Source: an optimization exercise on an open RTL-to-GDS flow (aim: small area). Production flows keep margins and buffers that such runs may drop.
Where RTL was checked, it was by simulation tests only, not by an equivalence proof against the original.
Function not checked in run 1: the RTL went through the layout flow alone.
Power figures rest on the tool's default switching activity, not on a simulated workload.

--- flow/config.mk ---
export PLATFORM = sky130hd
export DESIGN_NAME = cordic
export DESIGN_NICKNAME = cordic
export VERILOG_FILES = /design/flow/design.v
export SDC_FILE = /design/flow/constraint.sdc
export NUM_CORES = 4
export LEC_CHECK = 0
export ABC_AREA = 1
export CAP_MARGIN = 20
export CORE_MARGIN = 2
export CORE_UTILIZATION = 40
export CTS_BUF_LIST = sky130_fd_sc_hd__clkbuf_8
export GPL_TIMING_DRIVEN = 1
export PLACE_DENSITY = 0.8
export SLEW_MARGIN = 20
--- flow/constraint.sdc ---
create_clock -name core_clock -period 5.0 [get_ports {clock}]
set_input_delay 1.0000 -clock core_clock [delete_from_list [all_inputs] [get_ports {clock}]]
set_output_delay 1.0000 -clock core_clock [all_outputs]
set_load 0.01 [all_outputs]
--- flow/design.v ---
`timescale 1ns / 1ps
module addsub #(
    parameter W = 8
) (
    input  [W-1:0] a,
    input  [W-1:0] b,
    input          sub,
    output [W-1:0] s
);
    logic [W:0] c;
    logic [W-1:0] bb;
    assign c[0] = sub;
    assign bb = b ^ {W{sub}};
    genvar i;
    generate
        for (i = 0; i < W; i++) begin : g
            assign s[i] = a[i] ^ bb[i] ^ c[i];
            assign c[i+1] = (a[i] & bb[i]) | (c[i] & (a[i] ^ bb[i]));
        end
    endgenerate
endmodule
module addsmall #(
    parameter W = 12,
    parameter K = 6
) (
    input  [W-1:0] a,
    input  [K-1:0] b,
    input          sub,
    output [W-1:0] s
);
    logic [K:0] c;
    logic [K-1:0] bb;
    logic t;
    assign c[0] = sub;
    assign bb = b ^ {K{sub}};
    assign t = b[K-1] ^ sub;       
    genvar i;
    generate
        for (i = 0; i < K; i++) begin : lo
            assign s[i] = a[i] ^ bb[i] ^ c[i];
            assign c[i+1] = (a[i] & bb[i]) | (c[i] & (a[i] ^ bb[i]));
        end
    endgenerate
    logic [W-K:0] all1, any1;
    assign all1[0] = 1'b1;
    assign any1[0] = 1'b0;
    generate
        for (i = K; i < W; i++) begin : hi
            assign all1[i-K+1] = all1[i-K] & a[i];
            assign any1[i-K+1] = any1[i-K] | a[i];
            assign s[i] = a[i] ^ t ^ (t ? (c[K] | any1[i-K]) : (c[K] & all1[i-K]));
        end
    endgenerate
endmodule
module addfast #(
    parameter W = 12,
    parameter K = 6
) (
    input  [W-1:0] a,
    input  [K-1:0] b,
    input          sub,
    output [W-1:0] s
);
    localparam LG = (K + 1 > 8) ? 4 : (K + 1 > 4) ? 3 : (K + 1 > 2) ? 2 : 1;
    logic [K-1:0] bb, pp, gg;
    logic t;
    assign bb = b ^ {K{sub}};
    assign t = b[K-1] ^ sub;       
    logic [K:0] G [0:LG];
    logic [K:0] P [0:LG];
    assign G[0] = {(a[K-1:0] & bb), sub};
    assign P[0] = {(a[K-1:0] ^ bb), 1'b0};
    genvar l, i;
    generate
        for (l = 0; l < LG; l++) begin : lev
            for (i = 0; i <= K; i++) begin : node
                if (((i >> l) & 1) == 1) begin : comb
                    localparam integer J = ((i >> l) << l) - 1;
                    assign G[l+1][i] = G[l][i] | (P[l][i] & G[l][J]);
                    assign P[l+1][i] = P[l][i] & P[l][J];
                end else begin : pass
                    assign G[l+1][i] = G[l][i];
                    assign P[l+1][i] = P[l][i];
                end
            end
        end
    endgenerate
    logic [K:0] c;
    assign c = G[LG];
    assign s[K-1:0] = (a[K-1:0] ^ bb) ^ c[K-1:0];
    logic [W-K:0] all1, any1;
    assign all1[0] = 1'b1;
    assign any1[0] = 1'b0;
    generate
        for (i = K; i < W; i++) begin : hi
            assign all1[i-K+1] = all1[i-K] & a[i];
            assign any1[i-K+1] = any1[i-K] | a[i];
            assign s[i] = a[i] ^ t ^ (t ? (c[K] | any1[i-K]) : (c[K] & all1[i-K]));
        end
    endgenerate
endmodule
module addfast2 #(
    parameter W = 12,
    parameter K = 6
) (
    input  [W-1:0] a,
    input  [K-1:0] b,
    input          sub,
    output [W-1:0] s
);
    localparam LG = (K + 1 > 8) ? 4 : (K + 1 > 4) ? 3 : (K + 1 > 2) ? 2 : 1;
    localparam U = W - K;
    localparam LU = (U > 8) ? 4 : (U > 4) ? 3 : (U > 2) ? 2 : (U > 1) ? 1 : 0;
    logic [K-1:0] bb;
    logic t;
    assign bb = b ^ {K{sub}};
    assign t = b[K-1] ^ sub;
    logic [K:0] G [0:LG];
    logic [K:0] P [0:LG];
    assign G[0] = {(a[K-1:0] & bb), sub};
    assign P[0] = {(a[K-1:0] ^ bb), 1'b0};
    genvar l, i;
    generate
        for (l = 0; l < LG; l++) begin : lev
            for (i = 0; i <= K; i++) begin : node
                if (((i >> l) & 1) == 1) begin : comb
                    localparam integer J = ((i >> l) << l) - 1;
                    assign G[l+1][i] = G[l][i] | (P[l][i] & G[l][J]);
                    assign P[l+1][i] = P[l][i] & P[l][J];
                end else begin : pass
                    assign G[l+1][i] = G[l][i];
                    assign P[l+1][i] = P[l][i];
                end
            end
        end
    endgenerate
    logic [K:0] c;
    assign c = G[LG];
    assign s[K-1:0] = (a[K-1:0] ^ bb) ^ c[K-1:0];
    logic [U-1:0] O [0:LU];
    logic [U-1:0] Z [0:LU];
    assign O[0] = a[W-1:K];
    assign Z[0] = ~a[W-1:K];
    generate
        for (l = 0; l < LU; l++) begin : ulev
            for (i = 0; i < U; i++) begin : unode
                if (((i >> l) & 1) == 1) begin : comb
                    localparam integer J = ((i >> l) << l) - 1;
                    assign O[l+1][i] = O[l][i] & O[l][J];
                    assign Z[l+1][i] = Z[l][i] & Z[l][J];
                end else begin : pass
                    assign O[l+1][i] = O[l][i];
                    assign Z[l+1][i] = Z[l][i];
                end
            end
        end
    endgenerate
    wire inc = c[K] & ~t;
    wire dec = ~c[K] & t;
    assign s[K] = a[K] ^ inc ^ dec;
    generate
        for (i = 1; i < U; i++) begin : hi
            assign s[K+i] = a[K+i] ^ ((inc & O[LU][i-1]) | (dec & Z[LU][i-1]));
        end
    endgenerate
endmodule
module addfast3 #(
    parameter W = 12,
    parameter K = 6
) (
    input  [W-1:0] a,
    input  [K-1:0] b,
    input          sub,
    output [W-1:0] s
);
    localparam LG = (K + 1 > 8) ? 4 : (K + 1 > 4) ? 3 : (K + 1 > 2) ? 2 : 1;
    localparam U = W - K;
    localparam LU = (U > 8) ? 4 : (U > 4) ? 3 : (U > 2) ? 2 : (U > 1) ? 1 : 0;
    logic [K-1:0] bb;
    logic t;
    assign bb = b ^ {K{sub}};
    assign t = b[K-1] ^ sub;
    logic [K:0] G [0:LG];
    logic [K:0] P [0:LG];
    assign G[0] = {(a[K-1:0] & bb), sub};
    assign P[0] = {(a[K-1:0] ^ bb), 1'b0};
    genvar l, i;
    generate
        for (l = 0; l < LG; l++) begin : lev
            for (i = 0; i <= K; i++) begin : node
                if (((i >> l) & 1) == 1) begin : comb
                    localparam integer J = ((i >> l) << l) - 1;
                    assign G[l+1][i] = G[l][i] | (P[l][i] & G[l][J]);
                    assign P[l+1][i] = P[l][i] & P[l][J];
                end else begin : pass
                    assign G[l+1][i] = G[l][i];
                    assign P[l+1][i] = P[l][i];
                end
            end
        end
    endgenerate
    logic [K:0] c;
    assign c = G[LG];
    assign s[K-1:0] = (a[K-1:0] ^ bb) ^ c[K-1:0];
    logic [U-1:0] O [0:LU];
    assign O[0] = a[W-1:K] ^ {U{t}};
    generate
        for (l = 0; l < LU; l++) begin : ulev
            for (i = 0; i < U; i++) begin : unode
                if (((i >> l) & 1) == 1) begin : comb
                    localparam integer J = ((i >> l) << l) - 1;
                    assign O[l+1][i] = O[l][i] & O[l][J];
                end else begin : pass
                    assign O[l+1][i] = O[l][i];
                end
            end
        end
    endgenerate
    wire inc = c[K] ^ t;
    assign s[K] = a[K] ^ inc;
    generate
        for (i = 1; i < U; i++) begin : hi
            assign s[K+i] = a[K+i] ^ (inc & O[LU][i-1]);
        end
    endgenerate
endmodule
`timescale 1ns / 1ps
module phase_controller (
    input clock,
    input reset,
    output [3:0] code,
    output [7:0] w,
    output [1:0] quadrant
);
    logic [3:0] cd;
    logic [7:0] wr;
    logic [5:0] c;
    logic e, r;
    logic [1:0] q;
    wire pre = (cd == 4'd0);
    wire endq = (cd == 4'd14) && (wr == 8'h1d || wr == 8'h1e);
    logic [7:0] up1, up2;           
    logic [7:0] upw, upw1;          
    assign up1 = ({8{cd == 0}} & 8'he)
            | ({8{cd == 1}} & 8'h7e)
            | ({8{cd == 2}} & 8'h7e)
            | ({8{cd == 3}} & 8'h76)
            | ({8{cd == 4}} & 8'h7f)
            | ({8{cd == 5}} & 8'h7e)
            | ({8{cd == 6}} & 8'h7f)
            | ({8{cd == 7}} & 8'h40)
            | ({8{cd == 8}} & 8'h7f)
            | ({8{cd == 9}} & 8'h7e)
            | ({8{cd == 10}} & 8'h7e)
            | ({8{cd == 11}} & 8'h76)
            | ({8{cd == 12}} & 8'h7f)
            | ({8{cd == 13}} & 8'h7e);
    assign up2 = ({8{cd == 0}} & 8'hd)
            | ({8{cd == 1}} & 8'h7d)
            | ({8{cd == 2}} & 8'h7d)
            | ({8{cd == 3}} & 8'h75)
            | ({8{cd == 4}} & 8'h7e)
            | ({8{cd == 5}} & 8'h7d)
            | ({8{cd == 6}} & 8'h7e)
            | ({8{cd == 7}} & 8'h3f)
            | ({8{cd == 8}} & 8'h7e)
            | ({8{cd == 9}} & 8'h7d)
            | ({8{cd == 10}} & 8'h7d)
            | ({8{cd == 11}} & 8'h75)
            | ({8{cd == 12}} & 8'h7e)
            | ({8{cd == 13}} & 8'h7d);
    assign upw = ({8{cd == 4'd2 || cd == 4'd6 || cd == 4'd8 || cd == 4'd10}} & 8'h80)
            | ({8{cd == 4'd1 || cd == 4'd4 || cd == 4'd5 || cd == 4'd9 || cd == 4'd12 || cd == 4'd13}} & 8'h81)
            | ({8{cd == 4'd3 || cd == 4'd11}} & 8'h88)
            | ({8{cd == 4'd7}} & 8'hbf)
            | ({8{cd == 4'd0}} & 8'he1);
    assign upw1 = ({8{cd == 4'd2 || cd == 4'd6 || cd == 4'd8 || cd == 4'd10}} & 8'h81)
            | ({8{cd == 4'd1 || cd == 4'd4 || cd == 4'd5 || cd == 4'd9 || cd == 4'd12 || cd == 4'd13}} & 8'h82)
            | ({8{cd == 4'd3 || cd == 4'd11}} & 8'h89)
            | ({8{cd == 4'd7}} & 8'hc0)
            | ({8{cd == 4'd0}} & 8'he2);
    wire hit1 = ((wr == 8'h0e) && (cd == 4'd0))
        || ((wr == 8'h40) && (cd == 4'd7))
        || ((wr == 8'h76) && (cd == 4'd3 || cd == 4'd11))
        || ((wr == 8'h7e) && (cd == 4'd1 || cd == 4'd2 || cd == 4'd5 || cd == 4'd9 || cd == 4'd10 || cd == 4'd13))
        || ((wr == 8'h7f) && (cd == 4'd4 || cd == 4'd6 || cd == 4'd8 || cd == 4'd12));
    wire hit2 = ((wr == 8'h0d) && (cd == 4'd0))
        || ((wr == 8'h3f) && (cd == 4'd7))
        || ((wr == 8'h75) && (cd == 4'd3 || cd == 4'd11))
        || ((wr == 8'h7d) && (cd == 4'd1 || cd == 4'd2 || cd == 4'd5 || cd == 4'd9 || cd == 4'd10 || cd == 4'd13))
        || ((wr == 8'h7e) && (cd == 4'd4 || cd == 4'd6 || cd == 4'd8 || cd == 4'd12));
    wire xing = (cd != 4'd14) && (hit1 || (e && hit2));
    wire over = e && hit1;             
    logic [7:0] w_step;
    wire g1 = e | wr[0];
    assign w_step[0] = wr[0] ^ ~e;
    assign w_step[1] = wr[1] ^ g1;
    genvar k;
    generate
        for (k = 2; k < 8; k++) begin : ws
            assign w_step[k] = wr[k] ^ (g1 & (&wr[k-1:1]));
        end
    endgenerate
    logic [5:0] c_next;
    assign c_next = ({6{c == 6'd0}} & 6'he)
            | ({6{c == 6'd1}} & 6'hf)
            | ({6{c == 6'd2}} & 6'h10)
            | ({6{c == 6'd3}} & 6'h11)
            | ({6{c == 6'd4}} & 6'h12)
            | ({6{c == 6'd5}} & 6'h13)
            | ({6{c == 6'd6}} & 6'h14)
            | ({6{c == 6'd7}} & 6'h15)
            | ({6{c == 6'd8}} & 6'h16)
            | ({6{c == 6'd9}} & 6'h17)
            | ({6{c == 6'd10}} & 6'h18)
            | ({6{c == 6'd11}} & 6'h19)
            | ({6{c == 6'd12}} & 6'h1a)
            | ({6{c == 6'd13}} & 6'h1b)
            | ({6{c == 6'd14}} & 6'h1c)
            | ({6{c == 6'd15}} & 6'h1d)
            | ({6{c == 6'd16}} & 6'h1e)
            | ({6{c == 6'd17}} & 6'h1f)
            | ({6{c == 6'd18}} & 6'h20)
            | ({6{c == 6'd19}} & 6'h21)
            | ({6{c == 6'd20}} & 6'h22)
            | ({6{c == 6'd21}} & 6'h23)
            | ({6{c == 6'd22}} & 6'h24)
            | ({6{c == 6'd23}} & 6'h25)
            | ({6{c == 6'd24}} & 6'h26)
            | ({6{c == 6'd25}} & 6'he)
            | ({6{c == 6'd26}} & 6'hf)
            | ({6{c == 6'd27}} & 6'h10)
            | ({6{c == 6'd28}} & 6'h11)
            | ({6{c == 6'd29}} & 6'h12)
            | ({6{c == 6'd30}} & 6'h13)
            | ({6{c == 6'd31}} & 6'h14)
            | ({6{c == 6'd32}} & 6'h15)
            | ({6{c == 6'd33}} & 6'h16)
            | ({6{c == 6'd34}} & 6'h17)
            | ({6{c == 6'd35}} & 6'h18)
            | ({6{c == 6'd36}} & 6'h19)
            | ({6{c == 6'd37}} & 6'h1a)
            | ({6{c == 6'd38}} & 6'h1b);
    wire c_big = (c >= 6'd25);
    always_ff @(posedge clock) begin
        if (reset || pre) begin
            c <= '0;
            e <= 1'b0;
            r <= 1'b0;
        end
        else begin
            r <= endq;
            if (r)
                c <= '0;
            else begin
                c <= c_next;
                e <= c_big;
            end
        end
    end
    always_ff @(posedge clock) begin
        if (reset) begin
            q <= 2'd0;
            cd <= 4'd0;
            wr <= 8'd0;
        end
        else if (endq) begin
            q <= q + 2'd1;
            cd <= 4'd1;
            wr <= 8'he1;
        end
        else if (xing) begin
            cd <= cd + 4'd1;
            wr <= over ? upw1 : upw;
        end
        else
            wr <= w_step;
    end
    assign code = cd;
    assign w = wr;
    assign quadrant = q;
endmodule
`timescale 1ns / 1ps
module cordic (
    input clock,
    input reset,
    output signed [12:0] sine,
    output signed [12:0] cosine
);
    logic [3:0] code;
    logic [7:0] w;
    logic [1:0] q;
    phase_controller pc (.clock(clock), .reset(reset), .code(code), .w(w), .quadrant(q));
    wire [9:0] dirs_ac = {code, ~w[7], w[6:2]};
    wire tie1 = q[0] && (code == 4'd12) && (w == 8'h88);
    wire tie2 = q[0] && (code == 4'd4) && (w == 8'h88);
    wire [9:0] dirs_a = tie1 ? 10'b0100000010 : tie2 ? 10'b1100000010 : dirs_ac ^ {10{q[0]}};
    logic [10:0] x8, y8;
    wire [6:0] ts = dirs_a[9:3];
    wire sw = ts[6];
    wire [5:0] tj = ts[5:0] ^ {6{sw}};
    logic [10:0] ta, tb;
    assign ta = ({11{tj == 6'd11}} & 11'h7fe)
            | ({11{tj == 6'd12}} & 11'h7fd)
            | ({11{tj == 6'd13}} & 11'h7fd)
            | ({11{tj == 6'd14}} & 11'h7fb)
            | ({11{tj == 6'd15}} & 11'h7fb)
            | ({11{tj == 6'd16}} & 11'h7f5)
            | ({11{tj == 6'd17}} & 11'h7f3)
            | ({11{tj == 6'd18}} & 11'h7ef)
            | ({11{tj == 6'd19}} & 11'h7ed)
            | ({11{tj == 6'd20}} & 11'h7e8)
            | ({11{tj == 6'd21}} & 11'h7e4)
            | ({11{tj == 6'd22}} & 11'h7de)
            | ({11{tj == 6'd23}} & 11'h7da)
            | ({11{tj == 6'd24}} & 11'h7d1)
            | ({11{tj == 6'd25}} & 11'h7cb)
            | ({11{tj == 6'd26}} & 11'h7c3)
            | ({11{tj == 6'd27}} & 11'h7bd)
            | ({11{tj == 6'd28}} & 11'h7b4)
            | ({11{tj == 6'd29}} & 11'h7ac)
            | ({11{tj == 6'd30}} & 11'h7a2)
            | ({11{tj == 6'd31}} & 11'h79a)
            | ({11{tj == 6'd32}} & 11'h791)
            | ({11{tj == 6'd33}} & 11'h787)
            | ({11{tj == 6'd34}} & 11'h77d)
            | ({11{tj == 6'd35}} & 11'h773)
            | ({11{tj == 6'd36}} & 11'h766)
            | ({11{tj == 6'd37}} & 11'h75a)
            | ({11{tj == 6'd38}} & 11'h74e)
            | ({11{tj == 6'd39}} & 11'h742)
            | ({11{tj == 6'd40}} & 11'h732)
            | ({11{tj == 6'd41}} & 11'h724)
            | ({11{tj == 6'd42}} & 11'h716)
            | ({11{tj == 6'd43}} & 11'h708)
            | ({11{tj == 6'd44}} & 11'h6f8)
            | ({11{tj == 6'd45}} & 11'h6ea)
            | ({11{tj == 6'd46}} & 11'h6d9)
            | ({11{tj == 6'd47}} & 11'h6c9)
            | ({11{tj == 6'd48}} & 11'h6b5)
            | ({11{tj == 6'd49}} & 11'h6a5)
            | ({11{tj == 6'd50}} & 11'h692)
            | ({11{tj == 6'd51}} & 11'h680)
            | ({11{tj == 6'd52}} & 11'h66d)
            | ({11{tj == 6'd53}} & 11'h65b)
            | ({11{tj == 6'd54}} & 11'h647)
            | ({11{tj == 6'd55}} & 11'h635)
            | ({11{tj == 6'd56}} & 11'h61e)
            | ({11{tj == 6'd57}} & 11'h60a)
            | ({11{tj == 6'd58}} & 11'h5f4)
            | ({11{tj == 6'd59}} & 11'h5e0)
            | ({11{tj == 6'd60}} & 11'h5ca)
            | ({11{tj == 6'd61}} & 11'h5b4)
            | ({11{tj == 6'd62}} & 11'h59e);
    assign tb = ({11{tj == 6'd11}} & 11'he)
            | ({11{tj == 6'd12}} & 11'h30)
            | ({11{tj == 6'd13}} & 11'h4e)
            | ({11{tj == 6'd14}} & 11'h6e)
            | ({11{tj == 6'd15}} & 11'h8c)
            | ({11{tj == 6'd16}} & 11'hae)
            | ({11{tj == 6'd17}} & 11'hcc)
            | ({11{tj == 6'd18}} & 11'hec)
            | ({11{tj == 6'd19}} & 11'h10a)
            | ({11{tj == 6'd20}} & 11'h12c)
            | ({11{tj == 6'd21}} & 11'h14a)
            | ({11{tj == 6'd22}} & 11'h16a)
            | ({11{tj == 6'd23}} & 11'h188)
            | ({11{tj == 6'd24}} & 11'h1aa)
            | ({11{tj == 6'd25}} & 11'h1c8)
            | ({11{tj == 6'd26}} & 11'h1e8)
            | ({11{tj == 6'd27}} & 11'h206)
            | ({11{tj == 6'd28}} & 11'h225)
            | ({11{tj == 6'd29}} & 11'h243)
            | ({11{tj == 6'd30}} & 11'h261)
            | ({11{tj == 6'd31}} & 11'h27f)
            | ({11{tj == 6'd32}} & 11'h290)
            | ({11{tj == 6'd33}} & 11'h2ae)
            | ({11{tj == 6'd34}} & 11'h2cd)
            | ({11{tj == 6'd35}} & 11'h2e9)
            | ({11{tj == 6'd36}} & 11'h308)
            | ({11{tj == 6'd37}} & 11'h324)
            | ({11{tj == 6'd38}} & 11'h342)
            | ({11{tj == 6'd39}} & 11'h35e)
            | ({11{tj == 6'd40}} & 11'h37d)
            | ({11{tj == 6'd41}} & 11'h399)
            | ({11{tj == 6'd42}} & 11'h3b5)
            | ({11{tj == 6'd43}} & 11'h3d1)
            | ({11{tj == 6'd44}} & 11'h3ed)
            | ({11{tj == 6'd45}} & 11'h407)
            | ({11{tj == 6'd46}} & 11'h423)
            | ({11{tj == 6'd47}} & 11'h43d)
            | ({11{tj == 6'd48}} & 11'h459)
            | ({11{tj == 6'd49}} & 11'h473)
            | ({11{tj == 6'd50}} & 11'h48d)
            | ({11{tj == 6'd51}} & 11'h4a7)
            | ({11{tj == 6'd52}} & 11'h4c1)
            | ({11{tj == 6'd53}} & 11'h4d9)
            | ({11{tj == 6'd54}} & 11'h4f3)
            | ({11{tj == 6'd55}} & 11'h50b)
            | ({11{tj == 6'd56}} & 11'h526)
            | ({11{tj == 6'd57}} & 11'h53e)
            | ({11{tj == 6'd58}} & 11'h555)
            | ({11{tj == 6'd59}} & 11'h56b)
            | ({11{tj == 6'd60}} & 11'h584)
            | ({11{tj == 6'd61}} & 11'h59a)
            | ({11{tj == 6'd62}} & 11'h5b0);
    assign x8 = sw ? tb : ta;
    assign y8 = sw ? ta : tb;
    logic [9:0] dirs_r1;
    logic [1:0] q_r1;
    logic [10:0] x_r1;
    logic [10:0] y_r1;
    always_ff @(posedge clock) begin
        dirs_r1 <= dirs_a;
        q_r1 <= q;
        x_r1 <= x8;
        y_r1 <= y8;
    end
    logic [10:0] x9, y9;
    addfast2 #(.W(11), .K(4)) ux9 (.a(11'(x_r1)), .b(4'(y_r1 >> 8)), .sub(dirs_r1[2]), .s(x9));
    addfast2 #(.W(11), .K(4)) uy9 (.a(11'(y_r1)), .b(4'(x_r1 >> 8)), .sub(~dirs_r1[2]), .s(y9));
    logic [10:0] x10, y10;
    addfast2 #(.W(11), .K(3)) ux10 (.a(11'(x9)), .b(3'(y9 >> 9)), .sub(dirs_r1[1]), .s(x10));
    addfast2 #(.W(11), .K(3)) uy10 (.a(11'(y9)), .b(3'(x9 >> 9)), .sub(~dirs_r1[1]), .s(y10));
    logic [9:0] dirs_r2;
    logic [1:0] q_r2;
    logic [10:0] x_r2;
    logic [10:0] y_r2;
    always_ff @(posedge clock) begin
        dirs_r2 <= dirs_r1;
        q_r2 <= q_r1;
        x_r2 <= x10;
        y_r2 <= y10;
    end
    wire mx = q_r2[0] ^ q_r2[1];
    wire my = q_r2[1];
    wire bx = y_r2[10];
    wire by = x_r2[10];
    logic signed [2:0] ax, ay;
    assign ax = mx ? (dirs_r2[0] ? 3'd1 + {2'b00, bx} : 3'd1 - {2'b00, bx}) : (dirs_r2[0] ? 3'd0 - {2'b00, bx} : {2'b00, bx});
    assign ay = my ? (dirs_r2[0] ? 3'd1 - {2'b00, by} : 3'd1 + {2'b00, by}) : (dirs_r2[0] ? {2'b00, by} : 3'd0 - {2'b00, by});
    logic [10:0] rx, ry;
    addfast2 #(.W(11), .K(3)) ux11 (.a(x_r2 ^ {11{mx}}), .b(ax), .sub(1'b0), .s(rx));
    addfast2 #(.W(11), .K(3)) uy11 (.a(y_r2 ^ {11{my}}), .b(ay), .sub(1'b0), .s(ry));
    assign cosine = {1'b0, ~mx, rx};
    assign sine = {1'b0, ~my, ry};
endmodule
--- flow/run.sh ---
#!/bin/bash
# synth_recipe.tcl (not shown) runs the flow's synth.tcl, then flattens the netlist and writes it again
# the make line also repeats each setting of config.mk as NAME=value (left out here)
make -C /OpenROAD-flow-scripts/flow DESIGN_CONFIG=/design/flow/config.mk WORK_HOME=/design/flow/orfs CLKGATE_MAP_FILE= SYNTH_SCRIPT=/design/flow/synth_recipe.tcl finish
==> impl_metrics.py, run 1 <==
metrics = {
    "routing": {
        "vias_per_cell": 5.26,
        "num_vias": 7417,
        "drt-wirelength-per-cell_um": 12.9,
        "detail_route.drc_violations": 0,
        "detail_route.wirelength_um": 18200,
        "drtAntennaViolNets": 0,
        "drtPass1Iterations": 5,
        "drt-initial-drc-count": 780,
    },
    "logic_synthesis": {
        "synth_sequential_area_ratio": 0.214,
        "postSynth.asyncResetShare": 0,
        "largest_area_contributor_in_the_synthesized_netlist": "dfxtp_1",
        "synth_top_area_share": 0.214,
        "ys.warnings.count": 12,
        "synthTopCellsByArea": "dfxtp_1 (21%), nand2_1 (20%), inv_1 (7.6%)",
        "synth.lib_cells_used.distinct": 49,
        "syn_inst": 1164,
        "netlist_area_mm2": 0.00694,
        "yosys_register_bits": 74,
        "synth_enable_flop_cells": 0,
        "ys_dominant_reg_cell": "dfxtp_1",
        "post_syn_area_per_cell_um2": 5.96,
    },
    "timing": {
        "hold_viol": 0,
        "final.period_utilization": 0.900,
        "maxSlewHeadroom": 0.521,
        "max_clock_freq_ghz": 0.222,
        "min_period_ns": 4.50,
        "final_critical_path_setup_slack_ns": 0.498,
        "timing.hold.ws_ns": 0.336,
        "fin_setup_tns_ns": 0,
        "maxSlewViolCount": 0,
        "finClkSkew_ns": 0.0152,
        "finalSetupViolations": 0,
        "worst-slew-pin-transition_ns": 0.716,
        "setup_repair_after_global_routing_missed_its_margin": "no",
    },
    "setup_path": {
        "arrival_ns": 3.50,
        "worstPathMaxFanout": 6,
        "critical_path_required_ns": 4.00,
        "crit_top_cell": "inv_1",
        "crit_chain": "inv_1 > nand2_1 > nand2_1 > xor2_1 > inv_1 > ha_1 > a31oi_1 > inv_1 > nor2_1 > nand3_1 > nor2_1 > inv_1 > nor2_1 > nand2_1 > o21ai_0 > o21ai_0 > xor2_1 > clkdlybuf4s50_1",
        "number_of_cell_instances_on_the_worst_register_to_register_path": 19,
        "worstSetupStartpointType": "flip-flop",
        "cp_slowest_stage_delay_ns": 0.54,
        "worst_setup_path_end_kind": "primary output",
        "critical-path-slowest-cell": "clkdlybuf4s50_1",
        "criticalPathCategory": "reg -> out",
    },
    "run": {
        "max_cap_violations": 0,
    },
    "grt": {
        "grt_util_all_layers": 0.200,
        "grt_start_max_net_pins": 36,
        "antenna_found_initial": 0,
        "global_route.overflow_total": 0,
        "global_route_wire_length_before_repair_um": 30300,
        "first_global_vias": 6630,
    },
    "clocking": {
        "clkSlewWorstSetupHoldPaths_ns": 0.07,
        "cts.repair_timing.setup_buffer_count": 0,
        "clock_latency_on_the_worst_skew_pair_ns": 0.36,
        "postCtsResizedCells": 0,
        "htreeDepth": 3,
        "cts_sinks": 74,
        "clock_tree.buffer_depth": 2,
        "cts_root_buffer_type": "clkbuf_8",
        "tritoncts_clock_tree": "yes",
        "cts-buffers-inserted": 9,
        "cts-hold-fix-buffers": 0,
    },
    "layout": {
        "final_nets": 1210,
        "syn_to_final_growth_pct": 9.24,
        "layout.cells.most_common_list": "nand2_1 (364), inv_1 (140), nor2_1 (130)",
        "layout-drive-gt1-share": 0.0523,
        "most_common_library_cell_in_the_layout_ignoring_fill_and_taps": "nand2_1",
        "fillerInstances": 1779,
        "num_antenna_cells": 0,
    },
    "floorplanning": {
        "total_die_area_mm2": 0.0184,
        "floorplan.io_pins": 28,
        "std_cell_rows": 48,
        "initial_core_util": 0.405,
        "fp.dieH_um": 136,
        "die_w_um": 136,
        "core-area_mm2": 0.0171,
    },
    "min_path": {
        "worst_min_delay_path_class": "reg -> reg",
        "number_of_cells_on_the_worst_hold_path": 0,
    },
    "pwr": {
        "sequentialPowerShare": 0.525,
        "irDropWorstVdd_uv": 124,
        "internal_pwr_total_mw": 0.905,
        "p_sw_mw": 0.238,
        "pwr-share-clk": 0.438,
        "cellPowerDensity_mw_per_mm2": 151,
        "switching_power_share_of_the_total": 0.209,
        "total_power_mw": 1.14,
        "power.combinational.fraction": 0.037,
        "power.static_leakage_nw": 4.32,
    },
    "place": {
        "numPortBuffers": 25,
        "place_ws_ns": 0.850,
        "routabilityCongestion": 1.07,
        "place_hpwl_um": 14600,
    },
    "status": {
        "run_status": "timing/DRC/antenna clean",
    },
}
==> kinds of logic (layout without fill, tap and decap cells) <==
kind of cell | after synthesis | count (layout) | share of synthesized area
buffers and inverters | 178 | 198 | 0.104
adder cells (fa/ha/maj) | 28 | 28 | 0.0592
flip-flops | 74 | 74 | 0.214
AND/OR/NAND/NOR | 705 | 705 | 0.440
other | 1 | 2 | 0.000541
AO/OA/AOI/OAI | 103 | 103 | 0.0873
XOR/XNOR | 75 | 75 | 0.0958
==> flip-flops by register name (all words and copies together), names as in the netlist, 2 cells and up <==
signal,flops
pc.wr,8
q_r1,2
y_r2,11
x_r1,11
pc.c,6
dirs_r1,3
y_r1,11
q_r2,2
pc.q,2
pc.cd,4
x_r2,11
==> power groups by stage <==
stage               sequential (mW)  combinational (mW)  clock [mW]
global placement              0.614              0.0411           0
CTS                           0.600              0.0422       0.515
finish                        0.600              0.0421       0.501
global route                  0.600              0.0472       0.539
detailed placement            0.614              0.0419           0
floorplan                     0.612              0.0290           0
==> Yosys cell counts, drive strengths merged (18+ instances only) <==
master / n
nor3: 27
dfxtp: 74
a21oi: 24
buf: 18
xor2: 52
nand4: 39
inv: 151
ha: 20
xnor2: 23
nor2: 137
o21ai: 44
nand2: 377
nand3: 98
==> routing by layer <==
metal,GRT usage,wire length (um),vias up
met5,0,0,-
met4,0.105,759,0
met3,0.0311,1170,75
met2,0.330,8370,324
met1,0.252,7920,3250
li1,-,-,3768
==> final timing paths <==
kind                                 start         end  slack [ns]
worst min-delay path            dirs_r1[0]     dirs_r2        0.34
worst min register to register  dirs_r1[0]     dirs_r2        0.34
worst max register to register  dirs_r1[2]     y_r2[7]        0.83
worst max-delay path               q_r2[1]  cosine[10]        0.50
==> critical path: cells and delay by family (launching register included) <==
family	cells	cell delay (ns)
XOR/XNOR	2	0.43
flip-flops	1	0.33
AND/OR/NAND/NOR	7	0.75
AO/OA/AOI/OAI	3	0.48
adder cells (fa/ha/maj)	1	0.30
buffers and inverters	5	0.85
==> cell type report <==
class | instances | area [um2] | area share
multi-input cells | 913 | 4740 | 0.625
flip-flops and latches | 74 | 1480 | 0.196
inverters | 152 | 571 | 0.0753
repair buffers | 30 | 288 | 0.0380
well taps | 225 | 282 | 0.0372
clock buffers | 10 | 138 | 0.0182
clock inverters | 6 | 80.1 | 0.0106
==> stage by stage <==
stage,util,instances,cell area [um2]
global route,0.443,1410,7580
global placement,0.430,1394,7360
CTS,0.443,1410,7580
detailed placement,0.430,1394,7360
floorplan,-,1165,6940
finish,0.443,1410,7580
==> run 2: changes to the inputs <==
--- a/flow/design.v
+++ b/flow/design.v
@@ -520,8 +520,8 @@
     addfast2 #(.W(11), .K(4)) ux9 (.a(11'(x_r1)), .b(4'(y_r1 >> 8)), .sub(dirs_r1[2]), .s(x9));
     addfast2 #(.W(11), .K(4)) uy9 (.a(11'(y_r1)), .b(4'(x_r1 >> 8)), .sub(~dirs_r1[2]), .s(y9));
     logic [10:0] x10, y10;
-    addfast2 #(.W(11), .K(3)) ux10 (.a(11'(x9)), .b(3'(y9 >> 9)), .sub(dirs_r1[1]), .s(x10));
-    addfast2 #(.W(11), .K(3)) uy10 (.a(11'(y9)), .b(3'(x9 >> 9)), .sub(~dirs_r1[1]), .s(y10));
+    addsmall #(.W(11), .K(3)) ux10 (.a(11'(x9)), .b(3'(y9 >> 9)), .sub(dirs_r1[1]), .s(x10));
+    addsmall #(.W(11), .K(3)) uy10 (.a(11'(y9)), .b(3'(x9 >> 9)), .sub(~dirs_r1[1]), .s(y10));
     logic [9:0] dirs_r2;
     logic [1:0] q_r2;
     logic [10:0] x_r2;
==> run 2 against run 1 <==
Against the previous run: sequential cell count unchanged; total power is 0.20% higher; largest power group unchanged; combinational power grew 52%; worst setup slack got worse by 0.13 ns; critical endpoint unchanged; clock skew increased by 0.0013 ns; synthesized cell count fell by 5.0%; core utilization up 0.79 points; maximum frequency decreased by 2.9%; count of clock-buffer cells in the layout fell by 1; largest cell class unchanged.
==> impl_metrics.py, run 2 <==
metrics = {
    "timing": {
        "finalSetupViolations": 0,
        "finClkSkew_ns": 0.0165,
        "final.period_utilization": 0.927,
        "max_clock_freq_ghz": 0.216,
        "maxSlewHeadroom": 0.466,
        "min_period_ns": 4.63,
        "fin_setup_tns_ns": 0,
        "setup_repair_after_global_routing_missed_its_margin": "no",
        "worst-slew-pin-transition_ns": 0.781,
        "maxSlewViolCount": 0,
        "hold_viol": 0,
    },
    "routing": {
        "drtAntennaViolNets": 0,
        "num_vias": 7162,
        "drtPass1Iterations": 7,
        "drt-wirelength-per-cell_um": 14.0,
        "detail_route.drc_violations": 0,
        "vias_per_cell": 5.30,
        "detail_route.wirelength_um": 18900,
        "drt-initial-drc-count": 613,
    },
    "logic_synthesis": {
        "post-synth-top-count-cell": "nand2_1",
        "syn_inst": 1106,
        "postSynth.asyncResetShare": 0,
        "post_syn_area_per_cell_um2": 6.18,
        "synth_enable_flop_cells": 0,
        "ys.warnings.count": 12,
        "synth_sequential_area_ratio": 0.217,
        "synthTopCellsByArea": "dfxtp_1 (22%), nand2_1 (19%), xor2_1 (7.8%)",
        "largest_area_contributor_in_the_synthesized_netlist": "dfxtp_1",
        "netlist_top_cells_count": "nand2_1 (337), inv_1 (125), nor2_1 (112)",
        "yosys_register_bits": 74,
        "ys_dominant_reg_cell": "dfxtp_1",
        "netlist_area_mm2": 0.00683,
        "synth_top_area_share": 0.217,
        "synth.lib_cells_used.distinct": 51,
    },
    "grt": {
        "global_route.overflow_total": 0,
        "grt_start_max_net_pins": 34,
        "grt_util_all_layers": 0.210,
        "global_route_wire_length_before_repair_um": 31000,
        "first_global_vias": 6564,
        "antenna_found_initial": 0,
    },
    "pwr": {
        "switching_power_share_of_the_total": 0.210,
        "cellPowerDensity_mw_per_mm2": 153,
        "total_power_mw": 1.15,
        "irDropWorstVdd_uv": 104,
        "pwr-share-clk": 0.417,
        "internal_pwr_total_mw": 0.905,
        "p_sw_mw": 0.240,
        "power.combinational.fraction": 0.056,
        "power.static_leakage_nw": 4.17,
        "sequentialPowerShare": 0.527,
    },
    "setup_path": {
        "cp_slowest_stage_delay_ns": 0.54,
        "worstSetupStartpointType": "flip-flop",
        "worst_setup_path_end_kind": "primary output",
        "crit_chain": "buf_4 > nand2_1 > nand2_4 > xor2_2 > inv_1 > ha_1 > nand2_1 > nor2_1 > a211oi_1 > nand2_1 > inv_1 > nand4_1 > or2_1 > nor2_1 > nand2_1 > a21oi_1 > xor2_1 > clkdlybuf4s50_1",
        "criticalPathCategory": "reg -> out",
        "r2r_slack_ns": 0.44,
        "critical_path_required_ns": 4.00,
        "arrival_ns": 3.63,
        "critical-path-slowest-cell": "clkdlybuf4s50_1",
        "worstPathMaxFanout": 14,
        "crit_top_cell": "nand2_1",
    },
    "clocking": {
        "clock_latency_on_the_worst_skew_pair_ns": 0.35,
        "tritoncts_clock_tree": "yes",
        "htreeDepth": 3,
        "cts_root_buffer_type": "clkbuf_8",
        "cts-hold-fix-buffers": 0,
        "clock_tree.buffer_depth": 2,
        "cts-buffers-inserted": 9,
        "clkSlewWorstSetupHoldPaths_ns": 0.07,
        "cts_sinks": 74,
    },
    "layout": {
        "fillerInstances": 1725,
        "most_common_library_cell_in_the_layout_ignoring_fill_and_taps": "nand2_1",
        "multi_input_gate_area_in_the_final_layout_mm2": 0.00473,
        "syn_to_final_growth_pct": 9.76,
        "layout.cells.most_common_list": "nand2_1 (337), inv_1 (127), nor2_1 (112)",
        "fin_cells": 1351,
        "final_nets": 1154,
        "num_antenna_cells": 0,
        "area.sequential_mm2": 0.00148,
        "layout-drive-gt1-share": 0.0787,
    },
    "floorplanning": {
        "fp.dieH_um": 135,
        "die_w_um": 135,
        "floorplan.io_pins": 28,
        "core-area_mm2": 0.0166,
        "total_die_area_mm2": 0.0181,
        "std_cell_rows": 47,
        "initial_core_util": 0.410,
    },
    "place": {
        "place_hpwl_um": 15300,
        "numPortBuffers": 25,
        "routabilityCongestion": 0.991,
        "placed_cells": 1333,
    },
    "status": {
        "run_status": "timing/DRC/antenna clean",
    },
    "run": {
        "max_cap_violations": 0,
    },
    "min_path": {
        "worst_min_delay_path_class": "reg -> reg",
    },
}
==> run 2: cell count changes after synthesis, sizes merged, moves of 10 or more <==
| cell | change |
|---|---|
| inv | -15 |
| nand2 | -14 |
| nand3 | -32 |
| xor2 | +10 |
==> run 2: per-stage QoR <==
step	util	worst slack [ns]	cell area [um2]	hold WS, ns
global placement	0.436	0.403	7250	0.338
global route	0.451	0.0302	7500	0.346
detailed placement	0.436	0.249	7250	0.323
CTS	0.448	0.113	7460	0.339
finish	0.451	0.365	7500	0.338
floorplan	-	0.712	6840	0.310
==> run 2: cell families after synthesis <==
group / share of synthesized area
buffers and inverters: 0.0940
flip-flops: 0.217
AO/OA/AOI/OAI: 0.0984
AND/OR/NAND/NOR: 0.415
adder cells (fa/ha/maj): 0.0586
XOR/XNOR: 0.116
other: 0.000549
==> run 2: worst paths after layout <==
path	from	cells past startpoint	endpoint
setup / recovery	q_r2[1]	18	cosine[10]
hold / removal	dirs_r1[0]	0	dirs_r2
setup reg to reg	dirs_r1[2]	22	y_r2[9]
hold reg to reg	dirs_r1[0]	0	dirs_r2
==> run 2: routing by layer <==
| metal | share of wire | GRT usage |
|---|---|---|
| met2 | 0.47 | 0.365 |
| met3 | 0.078 | 0.0334 |
| met1 | 0.40 | 0.250 |
| met5 | 0 | 0 |
| met4 | 0.042 | 0.106 |
==> run 2: power groups by stage <==
| stage | clock network, mW | registers [mW] | logic, mW |
|---|---|---|---|
| detailed placement | 0 | 0.617 | 0.0637 |
| CTS | 0.491 | 0.604 | 0.0641 |
| finish | 0.478 | 0.604 | 0.0641 |
| global route | 0.521 | 0.604 | 0.0720 |
| floorplan | 0 | 0.615 | 0.0422 |
| global placement | 0 | 0.617 | 0.0626 |
==> run 2: cell type report <==
cell class,count,share of cell area
clock inverter,7,0.0115
multi-input combinational,874,0.631
inverter,138,0.0691
sequential,74,0.198
tap,220,0.0367
timing repair buffer,29,0.0374
clock buffer,9,0.0165
==> run 2: critical path: cells and delay by family (launching register included) <==
family	cells	cell delay [ns]
buffers and inverters	4	0.93
adders and majority gates	1	0.29
xor gates and xnor gates	2	0.35
DFF	1	0.32
AOI/OAI and AO/OA	2	0.40
and+or+nand+nor	9	1.02
==> run 2: what timing repair did <==
item	CTS	global route
endpoints found under the setup margin	0	10
endpoints found under the hold margin	0	0
buffers inserted	0	2
gates resized for setup	0	5
==> run 3: changes to the inputs <==
--- a/flow/design.v
+++ b/flow/design.v
@@ -302,46 +302,8 @@
         end
     endgenerate
     logic [5:0] c_next;
-    assign c_next = ({6{c == 6'd0}} & 6'he)
-            | ({6{c == 6'd1}} & 6'hf)
-            | ({6{c == 6'd2}} & 6'h10)
-            | ({6{c == 6'd3}} & 6'h11)
-            | ({6{c == 6'd4}} & 6'h12)
-            | ({6{c == 6'd5}} & 6'h13)
-            | ({6{c == 6'd6}} & 6'h14)
-            | ({6{c == 6'd7}} & 6'h15)
-            | ({6{c == 6'd8}} & 6'h16)
-            | ({6{c == 6'd9}} & 6'h17)
-            | ({6{c == 6'd10}} & 6'h18)
-            | ({6{c == 6'd11}} & 6'h19)
-            | ({6{c == 6'd12}} & 6'h1a)
-            | ({6{c == 6'd13}} & 6'h1b)
-            | ({6{c == 6'd14}} & 6'h1c)
-            | ({6{c == 6'd15}} & 6'h1d)
-            | ({6{c == 6'd16}} & 6'h1e)
-            | ({6{c == 6'd17}} & 6'h1f)
-            | ({6{c == 6'd18}} & 6'h20)
-            | ({6{c == 6'd19}} & 6'h21)
-            | ({6{c == 6'd20}} & 6'h22)
-            | ({6{c == 6'd21}} & 6'h23)
-            | ({6{c == 6'd22}} & 6'h24)
-            | ({6{c == 6'd23}} & 6'h25)
-            | ({6{c == 6'd24}} & 6'h26)
-            | ({6{c == 6'd25}} & 6'he)
-            | ({6{c == 6'd26}} & 6'hf)
-            | ({6{c == 6'd27}} & 6'h10)
-            | ({6{c == 6'd28}} & 6'h11)
-            | ({6{c == 6'd29}} & 6'h12)
-            | ({6{c == 6'd30}} & 6'h13)
-            | ({6{c == 6'd31}} & 6'h14)
-            | ({6{c == 6'd32}} & 6'h15)
-            | ({6{c == 6'd33}} & 6'h16)
-            | ({6{c == 6'd34}} & 6'h17)
-            | ({6{c == 6'd35}} & 6'h18)
-            | ({6{c == 6'd36}} & 6'h19)
-            | ({6{c == 6'd37}} & 6'h1a)
-            | ({6{c == 6'd38}} & 6'h1b);
     wire c_big = (c >= 6'd25);
+    addsub #(.W(6)) uc (.a(c), .b(c_big ? 6'd11 : 6'd14), .sub(c_big), .s(c_next));
     always_ff @(posedge clock) begin
         if (reset || pre) begin
             c <= '0;
==> run 3 against run 2 <==
Against the previous run: largest power group unchanged; core utilization is 0.31 points higher; synthesized area is 4.9% lower; highest routed layer unchanged; clock power is 14% higher; critical path depth is 2 lower; first-iteration DRC count is 12% higher; largest cell class unchanged; combinational power is 27% lower; cell count is 5.1% lower.
==> impl_metrics.py, run 3 <==
metrics = {
    "timing": {
        "maxSlewViolCount": 0,
        "worst-slew-pin-transition_ns": 0.865,
        "min_period_ns": 4.66,
        "timing.hold.ws_ns": 0.331,
        "hold_viol": 0,
        "finClkSkew_ns": 0.0143,
        "maxSlewHeadroom": 0.422,
        "fin_setup_tns_ns": 0,
        "max_clock_freq_ghz": 0.214,
        "finalSetupViolations": 0,
        "final.period_utilization": 0.933,
        "final_critical_path_setup_slack_ns": 0.337,
    },
    "setup_path": {
        "r2r_slack_ns": 0.42,
        "worstPathMaxFanout": 10,
        "critical_path_required_ns": 4.00,
        "criticalPathCategory": "reg -> out",
        "number_of_cell_instances_on_the_worst_register_to_register_path": 21,
        "reg2reg_from": "dirs_r1[2]",
        "worst_setup_path_end_kind": "primary output",
        "worstReg2RegEnd": "y_r2[5]",
        "arrival_ns": 3.66,
        "worstSetupStartpointType": "flip-flop",
    },
    "routing": {
        "vias_per_cell": 5.13,
        "num_vias": 6581,
        "detail_route.wirelength_um": 17800,
        "drt-wirelength-per-cell_um": 13.9,
        "drtPass1Iterations": 7,
        "drtAntennaViolNets": 0,
        "drt-initial-drc-count": 688,
        "detail_route.drc_violations": 0,
    },
    "logic_synthesis": {
        "yosys_register_bits": 74,
        "ys.warnings.count": 12,
        "synth_sequential_area_ratio": 0.228,
        "synth.lib_cells_used.distinct": 46,
        "synth_enable_flop_cells": 0,
        "ys_dominant_reg_cell": "dfxtp_1",
        "synthTopCellsByArea": "dfxtp_1 (23%), nand2_1 (18%), nor2_1 (7.7%)",
        "post-synth-top-count-cell": "nand2_1",
        "postSynth.asyncResetShare": 0,
        "syn_inst": 1043,
        "synth_top_area_share": 0.228,
        "netlist_area_mm2": 0.00649,
        "largest_area_contributor_in_the_synthesized_netlist": "dfxtp_1",
        "netlist_top_cells_count": "nand2_1 (312), nor2_1 (134), inv_1 (111)",
        "post_syn_area_per_cell_um2": 6.23,
    },
    "floorplanning": {
        "initial_core_util": 0.409,
        "die_w_um": 131,
        "floorplan.io_pins": 28,
        "std_cell_rows": 46,
        "total_die_area_mm2": 0.0173,
        "fp.dieH_um": 131,
        "core-area_mm2": 0.0159,
    },
    "clocking": {
        "cts_root_buffer_type": "clkbuf_8",
        "htreeDepth": 3,
        "cts_sinks": 74,
        "tritoncts_clock_tree": "yes",
        "cts-buffers-inserted": 9,
        "clkSlewWorstSetupHoldPaths_ns": 0.07,
        "clock_latency_on_the_worst_skew_pair_ns": 0.36,
        "clock_tree.buffer_depth": 2,
        "cts-hold-fix-buffers": 0,
    },
    "layout": {
        "area.sequential_mm2": 0.00149,
        "final_nets": 1094,
        "final_area_mm2": 0.00721,
        "layout.cells.most_common_list": "nand2_1 (311), nor2_1 (133), inv_1 (111)",
        "multi_input_gate_area_in_the_final_layout_mm2": 0.00446,
        "fillerInstances": 1625,
        "num_antenna_cells": 0,
        "syn_to_final_growth_pct": 11.0,
        "most_common_library_cell_in_the_layout_ignoring_fill_and_taps": "nand2_1",
        "layout-drive-gt1-share": 0.0657,
        "fin_cells": 1282,
    },
    "place": {
        "dpl_cell_area_mm2": 0.00692,
        "place_hpwl_um": 14400,
        "place_ws_ns": 0.154,
        "routabilityCongestion": 1.03,
        "numPortBuffers": 25,
        "placed_cells": 1266,
    },
    "grt": {
        "global_route.overflow_total": 0,
        "global_route_wire_length_before_repair_um": 29700,
        "grt_util_all_layers": 0.208,
        "first_global_vias": 6380,
        "antenna_found_initial": 0,
        "grt_start_max_net_pins": 34,
    },
    "pwr": {
        "irDropWorstVdd_uv": 133,
        "power.static_leakage_nw": 3.97,
        "cellPowerDensity_mw_per_mm2": 165,
    },
    "run": {
        "max_cap_violations": 0,
    },
    "min_path": {
        "worst_min_delay_path_class": "reg -> reg",
        "timing.hold.worst.start": "dirs_r1[0]",
        "hold_path_end": "dirs_r2",
        "number_of_cells_on_the_worst_hold_path": 0,
    },
    "status": {
        "run_status": "timing/DRC/antenna clean",
    },
}
run 3: logic make-up (layout without fill, tap and decap cells):
family,Yosys count,in the layout,share of synthesized area
compound gates,94,94,0.0830
xor+xnor,89,89,0.121
fa+ha+maj,31,31,0.0747
buf+inv,145,167,0.0917
flops,74,74,0.228
mux,1,1,0.00154
other cells,1,2,0.000577
simple gates,608,608,0.399
run 3: critical path, stage by stage, from the launching register on:
cell and delay [ns]:
dfxtp_1 0.31, buf_4 0.17, or2_2 0.32, nand2_2 0.13
buf_6 0.18, xor2_1 0.15, inv_1 0.05, ha_1 0.33
nand2_1 0.08, nor2_1 0.05, a211oi_2 0.25, nand2_1 0.14
inv_1 0.13, nand4_1 0.12, o21ai_1 0.19, xor2_1 0.17
clkdlybuf4s50_1 0.55
run 3: layer usage:
metal | part of all wire | vias up | GRT usage
met1 | 0.42 | 2926 | 0.240
met5 | 0 | - | 0
met4 | 0.043 | 0 | 0.108
li1 | - | 3340 | -
met2 | 0.48 | 256 | 0.369
met3 | 0.056 | 59 | 0.0351
run 3: area by class of cell:
class | count | area share
flip-flops and latches | 74 | 0.206
repair buffers | 32 | 0.0425
clock inverters | 7 | 0.0163
clock buffers | 9 | 0.0172
multi-input cells | 825 | 0.618
inverters | 119 | 0.0620
well taps | 216 | 0.0375
run 3: metrics by stage:
step,power (mW),util
after floorplan,0.645,-
after global placement,0.659,0.436
after detailed placement,0.661,0.436
after CTS,1.20,0.451
after global routing,1.23,0.454
final,1.19,0.454
run 3: worst max-delay path by stage:
| stage | cells after the start | startpoint | slack, ns | end |
|---|---|---|---|---|
| 2_1_floorplan | 22 | dirs_r1[2] | 0.51 | y_r2[5] |
| 3_3_place_gp | 21 | dirs_r1[2] | 0.32 | y_r2[5] |
| 3_5_place_dp | 19 | dirs_r1[2] | 0.15 | y_r2[5] |
| 4_1_cts | 19 | dirs_r1[2] | 0.14 | y_r2[5] |
| 5_1_grt | 21 | dirs_r1[2] | -0.02 | y_r2[5] |
| 6_report | 16 | q_r2[1] | 0.34 | cosine[10] |
run 3: timing repair:
action / CTS / global route
setup buffers: 0 / 0
gates resized for setup: 0 / 11
endpoints found under the hold margin: 0 / 0
setup endpoints to repair: 0 / 12
run 3: report_power, final:
group	switching (mW)	internal [mW]	leakage, nW
Sequential	0.00503	0.595	0.598
Clock	0.214	0.330	0.111
Combinational	0.0245	0.0220	3.26

==> static timing again, ports no longer ideal <==
No port has a modelled driver above. Below, the same layouts with a new extraction and two added sets of constraints. Step 1: set_driving_cell puts a clkbuf_16 on clock and a buf_2 on each other input, an assumption about the parent block. Step 2 times the ports against the registers' clock, not the clock port: input delays grow and output delays shrink by t, the midpoint of the rising clock arrivals with the driver on. Slacks: no drivers / after step 1 / after step 2; pairs: no drivers / after step 1.
| run | t, ns | setup WS [ns] | worst hold slack (ns) | worst setup path at the end | cell pins on the clock port's net |
|---|---|---|---|---|---|
| run 1 | 0.384 | 0.498 / 0.462 / 0.827 | 0.336 / 0.336 / 0.336 | register to register | 1 |
| run 2 | 0.371 | 0.365 / 0.333 / 0.441 | 0.338 / 0.338 / 0.338 | register to register | 1 |
| run 3 | 0.390 | 0.337 / 0.299 / 0.422 | 0.331 / 0.331 / 0.331 | register to register | 1 |
After both steps setup and hold are still met in every run listed.
